Background: an optimization exercise with open tools, aiming at small area, a short achievable clock period and few clock cycles per item. Do not read the settings as production practice. In this exercise RTL edits were held to simulation tests only and were not proved equivalent to the original.

==> flow/design.v, too long to show whole: its modules and the start of the top module <==
// module tanh: 1679 lines
module tanh (
    input  clk,
    input  rst,
    input  [13:0] i_x,
    input  i_valid,
    output o_ready,
    output [13:0] o_fx,
    output o_valid,
    input  i_ready
);
  // ...
==> flow/run.sh <==
#!/bin/bash
# synth_recipe.tcl (not shown) runs the flow's synth.tcl, then flattens the netlist and writes it again
# the make line also repeats each setting of config.mk as NAME=value (left out here)
make -C /OpenROAD-flow-scripts/flow DESIGN_CONFIG=/design/flow/config.mk WORK_HOME=/design/flow/orfs CLKGATE_MAP_FILE= SYNTH_SCRIPT=/design/flow/synth_recipe.tcl finish
==> flow/config.mk <==
export PLATFORM = sky130hd
export DESIGN_NAME = tanh
export DESIGN_NICKNAME = tanh
export VERILOG_FILES = /design/flow/design.v
export SDC_FILE = /design/flow/constraint.sdc
export NUM_CORES = 4
export LEC_CHECK = 0
export CAP_MARGIN = 20
export CORE_MARGIN = 2
export CORE_UTILIZATION = 40
export SLEW_MARGIN = 20
==> flow/constraint.sdc <==
create_clock -name core_clock -period 8.0 [get_ports {clk}]
set_input_delay 1.6000 -clock core_clock [delete_from_list [all_inputs] [get_ports {clk}]]
set_output_delay 1.6000 -clock core_clock [all_outputs]
set_load 0.01 [all_outputs]
==> run summary, run 1 <==
status complete, no violations; slowest stage cell on the critical path sky130_fd_sc_hd__edfxtp_1; post-route ant nets 0; CTS Sinks 510; cell area after technology mapping approximately 40000 sq um; combined area of the multi-input logic cells between 20000 and 25000 sq um; shortest period the worst path allows 5.22 ns; hold endpoint x_s10[2]$_DFFE_PP_; pre-CTS worst setup slack ~2.8 ns; Post-synth EDFFs roughly 500; core outline area 96400 sq um; fraction of final layout cells with drive strength greater than 1 5.36%; leading cell types by count after synthesis sky130_fd_sc_hd__edfxtp_1 (492), sky130_fd_sc_hd__inv_1 (436), sky130_fd_sc_hd__xnor2_1 (360), sky130_fd_sc_hd__fa_1 (314), sky130_fd_sc_hd__ha_1 (301); final-report max-slew violation count 0; Die Footprint 99700 sq um; fillcell total 9125; classification of the worst setup path register to register; Max-area cell class multi-input gates; length in cells of the worst reg-to-reg path 14; Critical Path Start Type register; number of different library cells in the post-synthesis netlist 66; routability cong. 0.841; met3 layer usage reported by global route around 1.7%; antenna violations before repair 0; layout multi-input combinational cell count roughly 2200; kind of capture point of the worst setup path register; relative slew slack 31.6%; sequential cell area fraction in the yosys report 38.9%; start of the worst register-to-register path r_s8[1]$_DFFE_PP_; post-layout instance count excluding filler cells 4579; Met2 Routed Length 35100 um; Post-Synth XOR/XNOR Area approximately a tenth; PnR worst setup slack 2.78 ns; clk_buf instances 64; most frequent cells in the layout sky130_fd_sc_hd__edfxtp_1 (492), sky130_fd_sc_hd__inv_1 (436), sky130_fd_sc_hd__xnor2_1 (360); Inverters excl. clock 454; CTS root buffer sky130_fd_sc_hd__clkbuf_16; GRT Residual Overflow 0; IO buf count 33
Testbench counts, summed over its fixed seeds: cycles 16,104, items 16,000.
==> run 2: changes to the inputs <==
--- a/flow/config.mk
+++ b/flow/config.mk
@@ -10,2 +10,3 @@
 export CORE_UTILIZATION = 40
+export SETUP_SLACK_MARGIN = 5
 export SLEW_MARGIN = 20
==> run summary, run 2 <==
HPWL Detailed 55300 um (was 53800 um); count of state elements after synthesis 510 (unchanged); CTS root buffer sky130_fd_sc_hd__clkbuf_16 (unchanged); Antenna diodes 0 (unchanged); synthesis-to-finish area growth 19.8% (was 8.03%); final number of hold-violating endpoints 0 (unchanged); height of the die 316 um (unchanged); length in cells of the worst reg-to-reg path 13 (was 14); combined area of the multi-input logic cells 23500 sq um (was 21300 sq um); core outline area 96400 sq um (unchanged); first-pass GRT wire length 135000 um (was 126000 um); TritonCTS clock tree built (unchanged); sum of routed wire length over all layers 83400 um (was 74900 um); worst-case hold slack 0.393 ns (was 0.414 ns); CTS Sinks 510 (unchanged); via count 25033 (was 23748); Max-Cap Viols 0 (unchanged); sequential cell area fraction in the yosys report 38.9% (unchanged); Synth area leaders sky130_fd_sc_hd__edfxtp_1 (38%), sky130_fd_sc_hd__fa_1 (16%), sky130_fd_sc_hd__ha_1 (9.7%) (unchanged); via density per instance 5.20 (was 5.19); Skew-Pair Late Insertion Delay 0.63 ns (was 0.62 ns); kind of capture point of the worst setup path register (unchanged); warning count from the yosys run 1 (unchanged); count of endpoints failing setup in the final report 0 (unchanged); Post-synth EDFFs 492 (unchanged); Starting DRT DRC Count 1810 (was 1309); clock-pin transition on the worst setup and hold timing paths 0.07 ns (was 0.06 ns); most numerous cell in the Yosys netlist sky130_fd_sc_hd__edfxtp_1 (unchanged); commonest non-fill, non-tap cell in the layout sky130_fd_sc_hd__edfxtp_1 (unchanged); GRT Residual Overflow 0 (unchanged); most frequent cells in the layout sky130_fd_sc_hd__edfxtp_1 (492), sky130_fd_sc_hd__inv_1 (385), sky130_fd_sc_hd__xnor2_1 (319) (was sky130_fd_sc_hd__edfxtp_1 (492), sky130_fd_sc_hd__inv_1 (436), sky130_fd_sc_hd__xnor2_1 (360)); routability cong. 0.855 (was 0.841); largest net degree at the start of global routing 205 (was 193); number of different library cells in the post-synthesis netlist 66 (unchanged); H-tree Lvls 2 (unchanged); placed insts 4476 (was 4478); CP max FO 6 (was 15); total number of placement rows 114 (unchanged); fillcell total 8580 (was 9125); IO buf count 33 (unchanged); most used cell, CP sky130_fd_sc_hd__fa_1 (unchanged); final-report max-slew violation count 0 (unchanged); Yosys top cell area share 38.0% (unchanged); DRC 0 (unchanged); Clock Path Buffers 3 (unchanged); transition at the pin with the smallest max-transition slack 0.977 ns (was 1.03 ns); shortest period the worst path allows 4.35 ns (was 5.22 ns); classification of the worst setup path register to register (unchanged); critical path, cell by cell buf_6, and2_4, fa_1, fa_1, fa_1, inv_1, fa_1, ha_4, nand2_4, or4b_4, and3_4, o21a_1, xnor2_1 (was inv_1, ha_1, a22oi_1, xnor2_1, fa_1, inv_1, fa_1, fa_1, ha_1, nand2_1, nor2_1, a2111oi_0, a21oi_1, a211o_1); Die Width 316 um (unchanged); CTS buffer count 54 (unchanged); Die Footprint 99700 sq um (unchanged); Cells after Synth 3357 (unchanged); highest cell delay on the worst timing path 0.54 ns (was 0.77 ns); Tcrit/Tclk final 54.4% (was 65.3%); Critical Path Start Type register (unchanged); final setup TNS 0 ns (unchanged); most frequently used flop master after synthesis sky130_fd_sc_hd__edfxtp_1 (unchanged); Post-Route Skew 0.0354 ns (was 0.0259 ns); finished layout cell area 46500 sq um (was 42000 sq um); Tightest Hold Check Type register to register (unchanged); number of detailed-routing iterations run before antenna repair 5 (was 6); number of hold buffers added after cts 0 (unchanged); synthesized area per cell 11.6 sq um (unchanged); post-route ant nets 0 (unchanged); number of nets at the end of the flow 4127 (was 3891); nets in the synthesized netlist 3990 (unchanged); flip-flop and latch area 15100 sq um (unchanged); Critical Path AT 4.74 ns (was 5.57 ns); antenna violations before repair 0 (unchanged); unrepaired setup endpoints after global routing true (was false); fraction of final layout cells with drive strength greater than 1 23.2% (was 5.36%); data required time of the critical path 8.39 ns (was 8.35 ns); slowest stage cell on the critical path sky130_fd_sc_hd__fa_1 (was sky130_fd_sc_hd__edfxtp_1); leading cell types by count after synthesis sky130_fd_sc_hd__edfxtp_1 (492), sky130_fd_sc_hd__inv_1 (436), sky130_fd_sc_hd__xnor2_1 (360), sky130_fd_sc_hd__fa_1 (314), sky130_fd_sc_hd__ha_1 (301) (unchanged); mean routed wirelength per cell 17.3 um (was 16.4 um); cell type contributing the most total cell area after synthesis sky130_fd_sc_hd__edfxtp_1 (unchanged); instance count along the most critical hold path 0 (unchanged); cell area after technology mapping 38900 sq um (unchanged); post-layout instance count excluding filler cells 4816 (was 4579); starting density of the core 40.3% (unchanged); status complete, no violations (unchanged); share of async-settable or async-resettable flops after synthesis 0% (unchanged); relative slew slack 34.9% (was 31.6%); I/O pin cnt 34 (unchanged); highest clock rate 230 MHz (was 192 MHz); placed standard-cell area 40700 sq um (was 40100 sq um); GR Util All Layers 16.7% (was 15.4%); vias in the first global route 24984 (was 24006)
-- run 2: cell counts after synthesis --
Identical to the previous run, type by type.
-- run 2: layer usage --
layer | track usage [%] | up-vias | routed length, um
li1 | - | 11883 | -
met1 | 24.3 | 12463 | 38600
met2 | 26.6 | 550 | 39400
met3 | 2.17 | 137 | 3610
met4 | 3.95 | 0 | 1830
met5 | 0 | - | 0
-- run 2: area by class of cell --
cell class	instances	share of cell area, %
inverters	454	3.96
multi-input cells	2199	50.5
clock inverters	40	1.09
clock buffers	62	3.01
repair buffers	275	5.51
flip-flops and latches	510	32.5
well taps	1276	3.43
-- run 2: final timing paths --
check                         start            endpoint  slack, ns
setup reg to reg    x0[0]$_DFFE_PP_   q_s1[5]$_DFFE_PP_       3.65
hold / removal    x_s9[6]$_DFFE_PP_  x_s10[6]$_DFFE_PP_       0.39
setup / recovery    x0[0]$_DFFE_PP_   q_s1[5]$_DFFE_PP_       3.65
hold reg to reg   x_s9[6]$_DFFE_PP_  x_s10[6]$_DFFE_PP_       0.39
-- run 2: repair_timing --
| action | CTS | global route |
|---|---|---|
| hold endpoints to repair | 0 | 0 |
| cloned | 4 | 1 |
| resized for setup | 333 | 172 |
| setup endpoints to repair | 239 | 345 |
| setup buffers | 178 | 55 |
| pin swaps | 195 | 183 |
-- run 2: cell families (layout without fill, tap and decap cells) --
group / count (synthesis) / count (layout) / share of synthesized area, %
AO/OA/AOI/OAI: 627 / 627 / 11.3
XOR/XNOR: 455 / 455 / 10.3
adder cells (fa/ha/maj): 615 / 615 / 25.9
buffers and inverters: 653 / 831 / 6.35
flip-flops: 510 / 510 / 38.9
multiplexers: 65 / 70 / 1.84
AND/OR/NAND/NOR: 432 / 432 / 5.41
-- run 2: critical path: cells and delay by family (launching register included) --
family | cells | cell delay [ns]
AOI/OAI and AO/OA | 1 | 0.18
xor gates and xnor gates | 1 | 0.11
adders and majority gates | 5 | 2.29
buffers and inverters | 2 | 0.20
DFF | 1 | 0.38
and+or+nand+nor | 4 | 0.95
-- run 2: through the flow --
| step | setup slack (ns) | utilization (%) |
|---|---|---|
| 5_1_grt | 3.52 | 48.3 |
| 2_1_floorplan | 2.89 | - |
| 3_3_place_gp | 3.29 | 42.2 |
| 6_report | 3.65 | 48.3 |
| 4_1_cts | 3.60 | 47.0 |
| 3_5_place_dp | 3.25 | 42.2 |

==> static timing again, ports no longer ideal <==
The flow's constraints put no driver on any port. The routed layouts listed below were extracted and timed again, unchanged, in two steps.
Step 1, drivers: a clkbuf_16 drives clk and a buf_2 each remaining input, both assumed.
Step 2 adds t to the input delays and takes it off the output delays; t is the mean of the earliest and latest rising clock arrival at the registers after step 1. Input paths then give back, and output paths get back, about the clock's delay inside the block.
Three values: ideal, step 1, step 2; two values: the first two.
run | t (ns) | setup slack, ns | clock arrival spread, ns | worst register clock-pin slew, ns
run 1 | 0.661 | 2.780 / 2.780 / 2.780 | 0.031 / 0.031 | 0.06 / 0.06
run 2 | 0.672 | 3.648 / 3.648 / 3.648 | 0.038 / 0.038 | 0.07 / 0.07
After both steps every run listed still meets setup and hold.
